What follows belongs to an exercise in optimizing a design on an open flow for small area, a short achievable clock period and few clock cycles; a production flow would make more cautious choices.
Where RTL was checked, it was by simulation tests only, not by an equivalence proof against the original.
The RTL of runs 2 and 3 was laid out without a check of its function.

**flow/design.v**
```verilog
module soma
(
    input clock, reset, start, op,
    input [31:0] data_a, data_b,
    output [31:0] data_o,
    output busy, ready
);
    reg [31:0] data_o_reg;
    wire [31:0] result;
    soma_calc calc (.op(op), .a(data_a), .b(data_b), .o(result));
    always @(posedge clock or posedge reset) begin
        if (reset)
            data_o_reg <= 32'd0;
        else if (start)
            data_o_reg <= result;
    end
    assign data_o = data_o_reg;
    assign ready = 1'b1;
    assign busy = 1'b0;
endmodule
module soma_calc
(
    input op,
    input [31:0] a, b,
    output [31:0] o
);
    wire [7:0] ea = a[30:23], eb = b[30:23];
    wire sa = a[31], sb = b[31];
    wire [8:0] dab = {1'b0, ea} - {1'b0, eb};
    wire [7:0] dba = eb - ea;
    wire e_gt = ~dab[8] & (dab[7:0] != 8'd0);
    wire e_eq = (ea == eb);
    wire f_gt = a[22:0] > b[22:0];
    wire abig = e_gt | (e_eq & f_gt);
    wire [7:0] d = e_gt ? dab[7:0] : dba;
    wire addf = (op == (sa == sb));
    wire sub = ~addf;
    wire dD = (d >= 8'd233);           
    wire sel_a = abig ^ dD;            
    wire [23:0] P = sel_a ? {1'b1, a[22:0]} : {1'b1, b[22:0]};
    wire [23:0] Q = sel_a ? {1'b1, b[22:0]} : {1'b1, a[22:0]};
    wire [7:0] eP = sel_a ? ea : eb;
    wire [7:0] eS = abig ? eb : ea;
    wire [7:0] sh = sel_a ? dab[7:0] : dba;
    reg [23:0] mask;
    integer i;
    always @* begin
        for (i = 0; i < 24; i = i + 1)
            mask[i] = dD || (d <= 8'd104) || ({1'b0, d} + i < 9'd128);
    end
    wire [23:0] Pm = P & mask;
    wire zero_p = (Pm == 24'd0);
    wire [24:0] Qx = {Q, 1'b0};
    wire [24:0] Q_al = (sh > 8'd24) ? 25'd0 : (Qx >> sh);
    wire [24:0] lost = (sh > 8'd24) ? Qx : (Qx & ~({25{1'b1}} << sh));
    wire sticky = |lost;
    wire [25:0] X = sub ? ({1'b0, Pm, 1'b0} - {1'b0, Q_al} - {25'd0, sticky})
                        : ({1'b0, Pm, 1'b0} + {1'b0, Q_al});
    wire [24:0] H = X[25:1];
    reg [4:0] m;
    reg hz;
    always @* begin
        m = 5'd0; hz = 1'b1;
        for (i = 0; i < 25; i = i + 1)
            if (H[i]) begin m = i; hz = 1'b0; end
    end
    wire [24:0] Hn = H << (5'd24 - m);
    wire [22:0] frac_n = Hn[23:1];
    wire rnd = X[0] & (d > 8'd2) & ~dD;
    wire [22:0] frac_r = frac_n + {22'd0, rnd};
    wire [7:0] exp_n = hz ? eP - 8'd24 : eP + {3'd0, m} - 8'd23;
    reg [22:0] zs;
    always @* begin
        for (i = 0; i < 23; i = i + 1)
            zs[i] = (d <= 8'd129) && ((i == 0) || ({1'b0, d} <= 9'd104 + i));
    end
    wire spec = zero_p | (dD & sub);
    wire [22:0] frac_s = sub ? (dD ? 23'h7FFFFF : zs) : 23'd0;
    wire [7:0] exp_s = sub ? eS + 8'd104 : eS;
    wire sgn = (sa == sb) ? (op ? sa : (abig ? sa : ~sb))
                          : (op ? (abig ? sa : sb) : sa);
    assign o = {sgn, spec ? exp_s : exp_n, spec ? frac_s : frac_r};
endmodule
```
**flow/run.sh**
```bash
#!/bin/bash
# synth_recipe.tcl (not shown) runs the flow's synth.tcl, then flattens the netlist and writes it again
# the make line also repeats each setting of config.mk as NAME=value (left out here)
make -C /OpenROAD-flow-scripts/flow DESIGN_CONFIG=/design/flow/config.mk WORK_HOME=/design/flow/orfs CLKGATE_MAP_FILE= SYNTH_SCRIPT=/design/flow/synth_recipe.tcl finish
```
**flow/constraint.sdc**
```tcl
create_clock -name core_clock -period 8.0 [get_ports {clock}]
set_input_delay 1.6000 -clock core_clock [delete_from_list [all_inputs] [get_ports {clock}]]
set_output_delay 1.6000 -clock core_clock [all_outputs]
set_load 0.01 [all_outputs]
```
**flow/config.mk**
```make
export PLATFORM = sky130hd
export DESIGN_NAME = soma
export DESIGN_NICKNAME = soma
export VERILOG_FILES = /design/flow/design.v
export SDC_FILE = /design/flow/constraint.sdc
export NUM_CORES = 4
export LEC_CHECK = 0
export CAP_MARGIN = 20
export CORE_MARGIN = 2
export CORE_UTILIZATION = 40
export SLEW_MARGIN = 20
```
==> summary.txt, run 1 <==
Critical path
  – Worst Path Required: between 8000 and 9000 ps
  – Worst-path fanout max: 6
  – Largest delay share family, worst path: compound AO/OA/AOI/OAI gates
  – CP arrival: around 12000 ps
  – Slowest cell on crit path: o32ai_2
  – Worst Setup End Kind: register
  – Critical Path Start: data_a[23]
  – Buf/Inv on CP: 13
  – CP Class: input port to register
  – Worst R2R Start: data_o_reg[21]$_DFFE_PP0P_
  – Crit path largest cell delay: 580 ps
  – Setup crit start kind: input port

Final layout
  – Layout cells sized above 1: 0.457
  – Fillcell total: 2547
  – Final nets: about 3100
  – Design Area, Final: 24000 µm²
  – Fin util: 0.739
  – Synthesis-to-finish area growth: 82.2%
  – Max FFs per register: 32
  – Most frequent cells in the layout: buf_4, nor2_1, nand2_1
  – Commonest non-fill, non-tap cell in the layout: buf_4

Timing
  – Slew headroom: 0.414
  – Fin crit period: 11870 ps
  – Fin. Hold Viols: 0
  – RSZ-0062 raised after global routing: yes
  – Fin. max-slew vios: 0
  – Final worst path period share: 1.48
  – Sum Neg Setup Slack: -103130 ps
  – Setup Skew: 0 ps
  – Final setup viols: 31
  – Max frequency: 0.0843 GHz
  – Least-Margin Pin Slew: just under 900 ps
  – PnR worst setup slack: -3870 ps

Placement
  – Pre-CTS WS: -5010 ps
  – Final GP Congestion: roughly 1.0
  – Detailed placement HPWL: 54400 µm
  – Dpl cell area: 20500 µm²
  – Port bufs: 99

Global route
  – Total track usage: 0.391
  – Vias in the first global route: around 19000
  – Pin count of the biggest net entering global routing: 53
  – First-pass GRT wire length: 105000 µm
  – Initial antenna violation count: 1
  – GR Overflow Total: 0

Synthesis
  – Syn avg cell area: 6.51 µm²
  – Number of enable flip-flop cells after synthesis: 0
  – Synthesized area: 13200 µm²
  – Post-synthesis async set-or-reset flop share: 1.00
  – Seq/Total Area, Yosys: 0.0607
  – Post-synth top flop: dfrtp_1
  – Yosys reg bits: 32
  – Syn Nets: between 2000 and 2500
  – Yosys synthesis warning count: 2
  – Cell count after synthesis: roughly 2000
  – Yosys cell types: 102

Clocking
  – Clk latency of the worst-skew pair: 280 ps
  – Longest Clk Path Bufs: 2
  – TritonCTS clock tree: yes
  – TritonCTS Buffers: 5
  – Hold buffers post-CTS: 0
  – H-tree Lvls: 2
  – CTS Root Cell: clkbuf_16
  – CTS Sinks: 32
  – Worst-path clk slew: ~50 ps

Detailed routing
  – Initial drt markers: 1754
  – Via count: 19800
  – ANT nets after route: 0
  – Post-DR wirelength/cell: between 20 and 25 µm
  – First-pass DRT Iterations: 8
  – Vias per Instance: 5.96
  – Total length of routed wires: around 71000 µm
  – Drc violations: 0

Die
  – Die height: 186 µm
  – Top Ports: 102
  – Rows: between 60 and 70
  – Starting Density: 0.406
  – Die area: 34500 µm²
  – Die X: 186 µm
  – Core Box Area: 32500 µm²

Hold path
  – Worst min path class: register to register
  – Hold path start: data_o_reg[6]$_DFFE_PP0P_

Run status
  – Fail Reasons: negative setup slack
  – Status: failed layout checks

Job
  – Max Cap Viol: 0
metal layers:
metal,vias to the layer above,global-route usage,share of wire
li1,9108,-,-
met1,9356,0.496,0.40
met2,1020,0.665,0.46
met3,294,0.0346,0.072
met4,0,0.190,0.064
met5,-,0,0
final timing paths:
kind | to | slack [ps] | depth (start not counted)
hold reg to reg | data_o_reg[6]$_DFFE_PP0P_ | 480 | 1
setup / recovery | data_o_reg[8]$_DFFE_PP0P_ | -3870 | 61
min in group asynchronous | data_o_reg[28]$_DFFE_PP0P_ | 1710 | 3
setup reg to reg | data_o_reg[21]$_DFFE_PP0P_ | 6930 | 4
hold / removal | data_o_reg[6]$_DFFE_PP0P_ | 480 | 1
max in group asynchronous | data_o_reg[5]$_DFFE_PP0P_ | 5980 | 3
layout make-up:
cell class	count	area [µm²]	share of cell area
antenna	1	2.50	0.000104
clock buffer	7	153	0.00635
inverter	148	581	0.0241
multi-input combinational	1729	13900	0.578
sequential	32	801	0.0333
tap	442	553	0.0230
timing repair buffer	961	8060	0.335
cell families after synthesis:
family,after synthesis,share of synthesized area
AOI/OAI and AO/OA,696,0.357
xor gates and xnor gates,77,0.0511
other,2,0.000569
muxes,56,0.0454
buffers and inverters,267,0.0789
adders and majority gates,133,0.129
DFF,32,0.0607
and+or+nand+nor,765,0.278
metrics by stage:
step           hold slack (ps)  std cells
6_report                   480       3320
5_1_grt                    490       3319
4_1_cts                    481       3284
3_5_place_dp               469       3187
3_3_place_gp               465       3187
2_1_floorplan              516       2028
synth_stat cells (all sizes together), types with 21 or more instances:
master,n,area [µm²]
a211oi,27,228
a21o,31,233
a21oi,200,1000
a31oi,27,181
and2,25,156
buf,35,170
clkbuf,84,315
dfrtp,32,801
ha,128,1600
inv,146,548
mux2i,43,430
nand2,204,771
nand3,84,430
nand4,24,150
nor2,240,903
nor3,69,365
nor4,21,186
o211ai,33,258
o21a,27,204
o21ai,153,781
xnor2,45,394
xor2,32,280
timing repair:
item | CTS | global route
pin swaps | 128 | 154
resized for setup | 320 | 225
setup buffers | 88 | 46
gates cloned | 6 | 1
endpoints found under the setup margin | 31 | 31
Testbench counts, summed over its fixed seeds: cycles 3,208.
==> run 2, diff against run 1 <==
==> flow/design.v (replaced) <==
module soma
(
    input clock, reset, start, op,
    input [31:0] data_a, data_b,
    output [31:0] data_o,
    output busy, ready
);
    reg [31:0] data_o_reg;
    wire [31:0] result;
    soma_calc calc (.op(op), .a(data_a), .b(data_b), .o(result));
    always @(posedge clock or posedge reset) begin
        if (reset)
            data_o_reg <= 32'd0;
        else if (start)
            data_o_reg <= result;
    end
    assign data_o = data_o_reg;
    assign ready = 1'b1;
    assign busy = 1'b0;
endmodule
module soma_tz23 (input [22:0] x, output reg [4:0] n);
    integer i;
    always @* begin
        n = 5'd23;
        for (i = 22; i >= 0; i = i - 1)
            if (x[i]) n = i;
    end
endmodule
module soma_lz23 (input [22:0] x, output reg [4:0] n);
    integer i;
    always @* begin
        n = 5'd23;
        for (i = 0; i < 23; i = i + 1)
            if (x[i]) n = 22 - i;
    end
endmodule
module soma_calc
(
    input op,
    input [31:0] a, b,
    output [31:0] o
);
    wire [7:0] ea = a[30:23], eb = b[30:23];
    wire sa = a[31], sb = b[31];
    wire [8:0] dab = {1'b0, ea} - {1'b0, eb};
    wire [7:0] dba = eb - ea;
    wire e_lt = dab[8];
    wire e_eq = (ea == eb);
    wire f_gt = a[22:0] > b[22:0];
    wire abig = ~e_lt & (~e_eq | f_gt);
    wire [7:0] d = e_lt ? dba : dab[7:0];
    wire sub = (op != (sa == sb));
    wire dD = (d >= 8'd233);
    wire sel_a = abig ^ dD;            
    wire [23:0] P = sel_a ? {1'b1, a[22:0]} : {1'b1, b[22:0]};
    wire [23:0] Q = sel_a ? {1'b1, b[22:0]} : {1'b1, a[22:0]};
    wire [7:0] eP = sel_a ? ea : eb;
    wire [7:0] eS = abig ? eb : ea;
    wire [7:0] sh = sel_a ? dab[7:0] : dba;
    wire [6:0] dn = ~d[6:0];           
    reg [23:0] mask;
    integer i;
    always @* begin
        for (i = 0; i < 24; i = i + 1)
            mask[i] = dD | (~d[7] & (dn >= i));
    end
    wire [23:0] Pm = P & mask;
    wire zero_p = ~|Pm;
    wire [4:0] tza, tzb;
    soma_tz23 tz_a (.x(a[22:0]), .n(tza));
    soma_tz23 tz_b (.x(b[22:0]), .n(tzb));
    wire [4:0] tzq = sel_a ? tzb : tza;
    wire sh_big = |sh[7:5];
    wire [24:0] Q_al = sh_big ? 25'd0 : ({Q, 1'b0} >> sh[4:0]);
    wire sticky = sh_big | ({3'd0, sh[4:0]} >= {3'd0, tzq} + 8'd2);
    wire [25:0] X = {1'b0, Pm, 1'b0} + ({1'b0, Q_al} ^ {26{sub}})
                    + {25'd0, sub & ~sticky};
    wire [24:0] H = X[25:1];
    wire rnd = X[0] & (d > 8'd2) & ~dD;
    wire [22:0] inc = (H[24] ? H[23:1] : H[22:0]) + {22'd0, rnd};
    wire [4:0] lz;
    soma_lz23 lzc (.x(H[22:0]), .n(lz));
    wire [21:0] nrm = H[21:0] << lz;
    wire top = H[24] | H[23];
    wire [22:0] frac_n = top ? inc : {nrm, rnd};
    wire [7:0] exp_n = top ? eP + {7'd0, H[24]} : eP - 8'd1 - {3'd0, lz};
    reg [22:0] zs;
    always @* begin
        zs[0] = (d <= 8'd129);
        for (i = 1; i < 23; i = i + 1)
            zs[i] = ({1'b0, d} <= 9'd104 + i);
    end
    wire spec = zero_p | (dD & sub);
    wire [22:0] frac_s = sub ? (dD ? 23'h7FFFFF : zs) : 23'd0;
    wire [7:0] exp_s = sub ? eS + 8'd104 : eS;
    wire sgn = (sa == sb) ? (op ? sa : (abig ? sa : ~sb))
                          : (op ? (abig ? sa : sb) : sa);
    assign o = {sgn, spec ? exp_s : exp_n, spec ? frac_s : frac_n};
endmodule
==> summary.txt, run 2 <==
Run status
  – Status: failed layout checks
  – Fail Reasons: negative setup slack

Critical path
  – Worst Setup End Kind: register
  – CP Class: input port to register
  – Crit path largest cell delay: 560 ps (-20 ps)
  – Slowest cell on crit path: a311oi_1
  – CP arrival: 9880 ps (-2130 ps)
  – Worst Path Required: 8170 ps (+30 ps)
  – Worst-path fanout max: 9 (+3)
  – Critical Path Most Common Cell: buf_4
  – Setup crit start kind: input port

Timing
  – Fin. max-slew vios: 0 (unchanged)
  – Sum Neg Setup Slack: -44650 ps (+58480 ps)
  – Max frequency: 0.103 GHz (+22%)
  – Worst hold slack: 520 ps (+40.3 ps)
  – Slew headroom: 0.465 (+0.0511)
  – Setup Skew: 0 ps (unchanged)
  – Fin crit period: 9710 ps (-2160 ps)
  – Fin. Hold Viols: 0 (unchanged)
  – Final setup viols: 31 (unchanged)
  – PnR worst setup slack: -1710 ps (+2160 ps)
  – RSZ-0062 raised after global routing: yes
  – Least-Margin Pin Slew: 780 ps (-92.7 ps)
  – Final worst path period share: 1.21 (-0.270)

Synthesis
  – Yosys synthesis warning count: 4 (+2)
  – Post-synthesis async set-or-reset flop share: 1.00 (unchanged)
  – Area contributors post-synth: ha_1, mux2i_1, dfrtp_1
  – Syn avg cell area: 7.18 µm² (+10%)
  – Top cells by count, synth: nor2_1, nand2_1, a21oi_1
  – Most common cell in the synthesized netlist: nor2_1
  – Post-synth top flop: dfrtp_1
  – Syn Nets: 1843 (-17%)
  – Number of enable flip-flop cells after synthesis: 0 (unchanged)
  – Seq/Total Area, Yosys: 0.0659 (+0.00526)
  – Biggest area consumer among synthesized cells: ha_1
  – Synthesized area: 12100 µm² (-8.0%)
  – Cell count after synthesis: 1691 (-17%)
  – Yosys cell types: 116 (+14%)
  – Yosys reg bits: 32 (unchanged)
  – Yosys top cell area share: 0.0824 (-0.0389)

Final layout
  – Commonest non-fill, non-tap cell in the layout: buf_4
  – Synthesis-to-finish area growth: 75.6%
  – Most frequent cells in the layout: buf_4, nor2_1, nand2_1
  – Layout cells sized above 1: 0.474 (+0.0166)
  – Max FFs per register: 32 (unchanged)
  – Final cell count without fillers: 2818 (-15%)
  – N_diodes: 0 (-1)
  – Fin util: 0.716 (-0.0231)
  – Design Area, Final: 21300 µm² (-11%)
  – Fillcell total: 2326 (-8.7%)
  – Final nets: 2580 (-16%)

Placement
  – Dpl cell area: 18400 µm² (-10%)
  – Final GP Congestion: 1.02 (+0.19%)
  – Port bufs: 99 (unchanged)
  – Detailed placement HPWL: 48800 µm (-10%)
  – Pre-CTS WS: -2500 ps (+2520 ps)
  – Placed cell count: 2718 (-15%)

Die
  – Rows: 63 (-4.5%)
  – Starting Density: 0.408 (+0.00199)
  – Top Ports: 102 (unchanged)
  – Die X: 178 µm (-4.0%)
  – Core Box Area: 29800 µm² (-8.4%)
  – Die height: 178 µm (-4.0%)
  – Die area: 31800 µm² (-7.8%)

Detailed routing
  – ANT nets after route: 0 (unchanged)
  – Total length of routed wires: 63500 µm (-11%)
  – Vias per Instance: 6.20 (+4.0%)
  – Drc violations: 0 (unchanged)
  – Post-DR wirelength/cell: 22.5 µm (+5.4%)
  – WL met1: 26200 µm (-8.7%)
  – Metal3 WL: 6180 µm (+22%)
  – Initial drt markers: 1701 (-3.0%)
  – WL met2: 28700 µm (-12%)
  – Via count: 17500 (-12%)
  – Top routing layer in use: met4
  – First-pass DRT Iterations: 6 (-2)

Clocking
  – CTS Root Cell: clkbuf_16
  – TritonCTS Buffers: 5 (unchanged)
  – Clk latency of the worst-skew pair: 280 ps (about the same)
  – Longest Clk Path Bufs: 2 (unchanged)
  – TritonCTS clock tree: yes
  – Worst-path clk slew: 50 ps (about the same)
  – CTS Sinks: 32 (unchanged)
  – H-tree Lvls: 2 (unchanged)

Hold path
  – Worst min path class: register to register

Global route
  – Total track usage: 0.382 (-0.00891)
  – First-pass GRT wire length: 94900 µm (-9.8%)
  – Pin count of the biggest net entering global routing: 44 (-17%)
  – Vias in the first global route: 17000 (-11%)
  – Initial antenna violation count: 0 (-1)
  – GR Overflow Total: 0 (unchanged)

Job
  – Max Cap Viol: 0 (unchanged)
[run 2: cell types whose count changed after synthesis, sizes merged, moves of 24 or more]
cell,previous run,this run
clkbuf,84,49
a21oi,200,125
buf,35,59
nand2,204,153
ha,128,80
o21ai,153,125
nor2,240,165
xnor2,45,71
inv,146,77
mux2i,43,98
nand3,84,43
[run 2: what timing repair did]
action,CTS,global route
hold endpoints to repair,0,0
setup endpoints to repair,31,31
resized for setup,253,223
pin swaps,115,119
hold buffers,0,0
setup buffers,57,46
cloned,2,1
[run 2: area by class of cell]
type / instances / area (µm²) / area share
multi-input cells: 1474 / 12700 / 0.593
repair buffers: 838 / 6940 / 0.325
flip-flops and latches: 32 / 801 / 0.0375
well taps: 390 / 488 / 0.0229
inverters: 77 / 319 / 0.0150
clock buffers: 6 / 129 / 0.00604
clock inverters: 1 / 5.00 / 0.000235
[run 2: logic make-up (layout without fill, tap and decap cells)]
| group | after synthesis | after routing | share of synthesized area |
|---|---|---|---|
| fa+ha+maj | 84 | 84 | 0.0890 |
| flops | 32 | 32 | 0.0659 |
| buf+inv | 185 | 922 | 0.0684 |
| other cells | 2 | 2 | 0.000618 |
| simple gates | 578 | 578 | 0.234 |
| compound gates | 579 | 579 | 0.338 |
| mux | 136 | 136 | 0.135 |
| xor+xnor | 95 | 95 | 0.0685 |
[run 2: critical path, delay by kind of cell]
kind	cells	cell delay, ps
AOI/OAI and AO/OA	13	3040
xor gates and xnor gates	2	290
adders and majority gates	4	1080
buffers and inverters	9	1080
muxes	4	1180
and+or+nand+nor	10	1610
[run 2: worst paths after layout]
check	start	endpoint	slack, ps	cells past startpoint
min in group asynchronous	reset	data_o_reg[15]$_DFFE_PP0P_	1720	3
setup reg to reg	data_o_reg[19]$_DFFE_PP0P_	data_o_reg[19]$_DFFE_PP0P_	7060	3
hold reg to reg	data_o_reg[23]$_DFFE_PP0P_	data_o_reg[23]$_DFFE_PP0P_	520	1
setup / recovery	data_a[24]	data_o_reg[29]$_DFFE_PP0P_	-1710	42
hold / removal	data_o_reg[23]$_DFFE_PP0P_	data_o_reg[23]$_DFFE_PP0P_	520	1
max in group asynchronous	reset	data_o_reg[2]$_DFFE_PP0P_	5960	3
[run 2: layer usage]
layer	GRT usage	vias to the layer above
met5	0	-
met4	0.125	0
met3	0.0680	161
met2	0.619	997
met1	0.513	8394
li1	-	7913
==> run 3, diff against run 2 <==
--- a/flow/design.v
+++ b/flow/design.v
@@ -27,10 +27,10 @@
     end
 endmodule
-module soma_lz23 (input [22:0] x, output reg [4:0] n);
+module soma_lz24 (input [23:0] x, output reg [4:0] n);
     integer i;
     always @* begin
-        n = 5'd23;
-        for (i = 0; i < 23; i = i + 1)
-            if (x[i]) n = 22 - i;
+        n = 5'd24;
+        for (i = 0; i < 24; i = i + 1)
+            if (x[i]) n = 23 - i;
     end
 endmodule
@@ -51,5 +51,8 @@
     wire [7:0] d = e_lt ? dba : dab[7:0];
     wire sub = (op != (sa == sb));
-    wire dD = (d >= 8'd233);
+    wire dD = (d >= 8'd233);           
+    wire regB = ~dD & (d >= 8'd105);   
+    wire d1 = (d == 8'd1);
+    wire near = (sub & (e_eq | d1)) | regB;
     wire sel_a = abig ^ dD;            
     wire [23:0] P = sel_a ? {1'b1, a[22:0]} : {1'b1, b[22:0]};
@@ -63,26 +66,42 @@
     always @* begin
         for (i = 0; i < 24; i = i + 1)
-            mask[i] = dD | (~d[7] & (dn >= i));
+            mask[i] = ~regB | (~d[7] & (dn >= i));
     end
     wire [23:0] Pm = P & mask;
-    wire zero_p = ~|Pm;
+    wire zero_p = regB & ~|Pm;
+    wire [24:0] Qn = e_eq ? {Q, 1'b0} : d1 ? {1'b0, Q} : {23'd0, sub, 1'b0};
+    wire [24:0] Xn = {Pm, 1'b0} - Qn;
+    wire [23:0] Hn = Xn[24:1];
+    wire [4:0] lz;
+    soma_lz24 lzc (.x(Hn), .n(lz));
+    wire sh_big = |sh[7:5];
+    wire [24:0] V = {Hn, 1'b0};
+    reg [24:0] Vr;
+    always @* begin
+        for (i = 0; i < 25; i = i + 1)
+            Vr[i] = V[24 - i];
+    end
+    wire [24:0] rin = near ? Vr : (sh_big ? 25'd0 : {Q, 1'b0});
+    wire [4:0] amt = near ? lz : sh[4:0];
+    wire [24:0] sout = rin >> amt;
     wire [4:0] tza, tzb;
     soma_tz23 tz_a (.x(a[22:0]), .n(tza));
     soma_tz23 tz_b (.x(b[22:0]), .n(tzb));
     wire [4:0] tzq = sel_a ? tzb : tza;
-    wire sh_big = |sh[7:5];
-    wire [24:0] Q_al = sh_big ? 25'd0 : ({Q, 1'b0} >> sh[4:0]);
     wire sticky = sh_big | ({3'd0, sh[4:0]} >= {3'd0, tzq} + 8'd2);
-    wire [25:0] X = {1'b0, Pm, 1'b0} + ({1'b0, Q_al} ^ {26{sub}})
+    wire [25:0] X = {1'b0, P, 1'b0} + ({1'b0, sout} ^ {26{sub}})
                     + {25'd0, sub & ~sticky};
     wire [24:0] H = X[25:1];
     wire rnd = X[0] & (d > 8'd2) & ~dD;
-    wire [22:0] inc = (H[24] ? H[23:1] : H[22:0]) + {22'd0, rnd};
-    wire [4:0] lz;
-    soma_lz23 lzc (.x(H[22:0]), .n(lz));
-    wire [21:0] nrm = H[21:0] << lz;
-    wire top = H[24] | H[23];
-    wire [22:0] frac_n = top ? inc : {nrm, rnd};
-    wire [7:0] exp_n = top ? eP + {7'd0, H[24]} : eP - 8'd1 - {3'd0, lz};
+    wire [22:0] fpre = H[24] ? H[23:1] : H[23] ? H[22:0] : {H[21:0], 1'b0};
+    wire [22:0] frac_f = fpre + {22'd0, rnd};
+    wire [7:0] exp_f = H[24] ? eP + 8'd1 : H[23] ? eP : eP - 8'd1;
+    reg [22:0] frac_n;
+    always @* begin
+        for (i = 0; i < 23; i = i + 1)
+            frac_n[i] = sout[23 - i];
+        frac_n[0] = frac_n[0] | (regB & sub);
+    end
+    wire [7:0] exp_n = eP - {3'd0, lz};
     reg [22:0] zs;
     always @* begin
@@ -96,4 +115,5 @@
     wire sgn = (sa == sb) ? (op ? sa : (abig ? sa : ~sb))
                           : (op ? (abig ? sa : sb) : sa);
-    assign o = {sgn, spec ? exp_s : exp_n, spec ? frac_s : frac_n};
+    assign o = {sgn, spec ? exp_s : near ? exp_n : exp_f,
+                     spec ? frac_s : near ? frac_n : frac_f};
 endmodule
==> summary.txt, run 3 <==
Critical path
  – Worst-path fanout max: 7 (-2)
  – Critical Path Start: data_b[26]
  – Worst R2R Setup Slack: 7050 ps (about the same)
  – Worst Setup End Kind: register
  – Worst R2R Start: data_o_reg[20]$_DFFE_PP0P_
  – Critical Path Most Common Cell: buf_4
  – Worst flop-to-flop path endpoint: data_o_reg[20]$_DFFE_PP0P_
  – Setup crit start kind: input port
  – CP Class: input port to register
  – CP arrival: 13410 ps (+3530 ps)
  – Slowest cell on crit path: xnor2_1
  – Crit path largest cell delay: 440 ps (-120 ps)
  – Worst reg2reg path depth: 3 (unchanged)
  – Worst Path Required: 8170 ps (about the same)
  – Setup crit end: data_o_reg[22]$_DFFE_PP0P_

Timing
  – Fin crit period: 13240 ps (+3530 ps)
  – Worst hold slack: 484 ps (-36.2 ps)
  – Final setup viols: 31 (unchanged)
  – Final worst path period share: 1.65 (+0.441)
  – Fin. max-slew vios: 0 (unchanged)
  – Least-Margin Pin Slew: 958 ps (+179 ps)
  – Slew headroom: 0.361 (-0.104)
  – Sum Neg Setup Slack: -148950 ps (-104300 ps)
  – PnR worst setup slack: -5240 ps (-3530 ps)
  – Max frequency: 0.0756 GHz (-27%)
  – Setup Skew: 0 ps (unchanged)
  – Fin. Hold Viols: 0 (unchanged)
  – RSZ-0062 raised after global routing: yes

Detailed routing
  – Vias per Instance: 6.13 (-1.1%)
  – Via count: 19000 (+9.0%)
  – Drc violations: 0 (unchanged)
  – Total length of routed wires: 70100 µm (+11%)
  – First-pass DRT Iterations: 6 (unchanged)
  – Post-DR wirelength/cell: 22.6 µm (+0.32%)
  – Initial drt markers: 2189 (+29%)
  – ANT nets after route: 0 (unchanged)

Job
  – Max Cap Viol: 0 (unchanged)

Synthesis
  – Syn avg cell area: 6.70 µm² (-6.7%)
  – Yosys reg bits: 32 (unchanged)
  – Yosys cell types: 95 (-18%)
  – Syn Nets: 2011 (+9.1%)
  – Seq/Total Area, Yosys: 0.0651 (-0.000851)
  – Cell count after synthesis: 1836 (+8.6%)
  – Yosys synthesis warning count: 4 (unchanged)
  – Top cells by count, synth: nor2_1, a21oi_1, nand2_1
  – Post-synthesis async set-or-reset flop share: 1.00 (unchanged)
  – Most common cell in the synthesized netlist: nor2_1
  – Biggest area consumer among synthesized cells: ha_1
  – Area contributors post-synth: ha_1, a21oi_1, dfrtp_1
  – Number of enable flip-flop cells after synthesis: 0 (unchanged)
  – Yosys top cell area share: 0.104 (+0.0213)
  – Synthesized area: 12300 µm² (+1.3%)
  – Post-synth top flop: dfrtp_1

Die
  – Starting Density: 0.404 (-0.00326)
  – Die height: 179 µm (+0.64%)
  – Die X: 179 µm (+0.64%)
  – Rows: 64 (+1.6%)
  – Core Box Area: 30400 µm² (+2.1%)
  – Top Ports: 102 (unchanged)
  – Die area: 32200 µm² (+1.3%)

Hold path
  – Hold path start: data_o_reg[0]$_DFFE_PP0P_
  – Worst min path class: register to register

Final layout
  – Max FFs per register: 32 (unchanged)
  – Most frequent cells in the layout: buf_4, nor2_1, nand2_1
  – Design Area, Final: 22500 µm² (+5.5%)
  – Final cell count without fillers: 3105 (+10%)
  – Synthesis-to-finish area growth: 83.0%
  – Layout cells sized above 1: 0.464 (-0.00963)
  – Commonest non-fill, non-tap cell in the layout: buf_4
  – N_diodes: 0 (unchanged)
  – Fin util: 0.740 (+0.0239)
  – Final nets: 2883 (+12%)

Clocking
  – TritonCTS clock tree: yes
  – H-tree Lvls: 2 (unchanged)
  – Worst-path clk slew: 60 ps (about the same)
  – Hold buffers post-CTS: 0 (unchanged)
  – CTS Sinks: 32 (unchanged)
  – TritonCTS Buffers: 5 (unchanged)
  – CTS Root Cell: clkbuf_16
  – Longest Clk Path Bufs: 2 (unchanged)
  – Clk latency of the worst-skew pair: 280 ps (about the same)

Placement
  – Dpl cell area: 19400 µm² (+5.4%)
  – Pre-CTS WS: -6990 ps (-4490 ps)
  – Detailed placement HPWL: 52600 µm (+7.8%)
  – Port bufs: 99 (unchanged)
  – Final GP Congestion: 1.05 (+2.7%)
  – Placed cell count: 2971 (+9.3%)

Global route
  – Pin count of the biggest net entering global routing: 45 (+2.3%)
  – Initial antenna violation count: 1 (+1)
  – Total track usage: 0.407 (+0.0247)
  – Vias in the first global route: 18100 (+6.7%)
  – First-pass GRT wire length: 101000 µm (+6.4%)
  – GR Overflow Total: 0 (unchanged)

Run status
  – Fail Reasons: negative setup slack
  – Status: failed layout checks
[run 3: critical path: cells and delay by family]
| family | cells | cell delay, ps |
|---|---|---|
| simple gates | 11 | 1920 |
| mux | 2 | 670 |
| fa+ha+maj | 3 | 950 |
| buf+inv | 13 | 2090 |
| compound gates | 23 | 5210 |
| xor+xnor | 4 | 960 |
[run 3: worst min-delay path by stage]
stage / endpoint / slack (ps) / cells after the start
after floorplan: data_o_reg[0]$_DFFE_PP0P_ / 520 / 1
after global placement: data_o_reg[0]$_DFFE_PP0P_ / 460 / 1
after detailed placement: data_o_reg[0]$_DFFE_PP0P_ / 480 / 1
after CTS: data_o_reg[0]$_DFFE_PP0P_ / 490 / 1
after global routing: data_o_reg[0]$_DFFE_PP0P_ / 500 / 1
final: data_o_reg[0]$_DFFE_PP0P_ / 480 / 1
[run 3: per-layer routing]
metal,routed length [µm],GRT usage,share of wire
met1,26400,0.499,0.38
met2,31700,0.675,0.45
met3,6990,0.0705,0.10
met4,5120,0.222,0.073
met5,15,0,0.00021
[run 3: repair_timing]
action,4_1_cts,5_1_grt
pin swaps,160,115
setup buffers,90,37
cloned,5,0
gates resized for setup,373,156
endpoints found under the setup margin,31,31
[run 3: area by class of cell]
class | count | area, µm²
Clock inverter | 1 | 30.0
Fill cell | 2363 | 7920
Sequential cell | 32 | 801
Tap cell | 396 | 495
Multi-Input combinational cell | 1613 | 12900
Clock buffer | 7 | 153
Inverter | 96 | 388
Timing Repair Buffer | 960 | 7760
[run 3: logic make-up after synthesis]
group                      Yosys count  synth area share
AOI/OAI and AO/OA                  618             0.328
xor gates and xnor gates           114            0.0818
and+or+nand+nor                    669             0.261
adders and majority gates          107             0.112
DFF                                 32            0.0651
other                                2          0.000610
buffers and inverters              194            0.0655
muxes                              100            0.0856

-- separate check: timing with driven ports --
The results above use ideal ports. As a check the final layouts listed here were re-extracted and re-timed, cells and wires unchanged. Step 1 assumes that a clkbuf_16 drives the clock port and a buf_2 every other input. Step 2 times the ports against the registers' clock, not the clock port: input delays grow and output delays shrink by t, the midpoint of the rising clock arrivals with the driver on. Three values: no drivers, after step 1, after step 2; two values: the first two.
run | t, ns | setup slack, ns | worst setup path after step 2
run 1 | 0.311 | -3.868 / -3.879 / -4.190 | input to register
run 2 | 0.311 | -1.709 / -1.721 / -2.033 | input to register
run 3 | 0.322 | -5.236 / -5.220 / -5.542 | input to register
The setup slack of run 2, which loses most, moves by -0.012 ns with the drivers and by -0.324 ns with both steps.
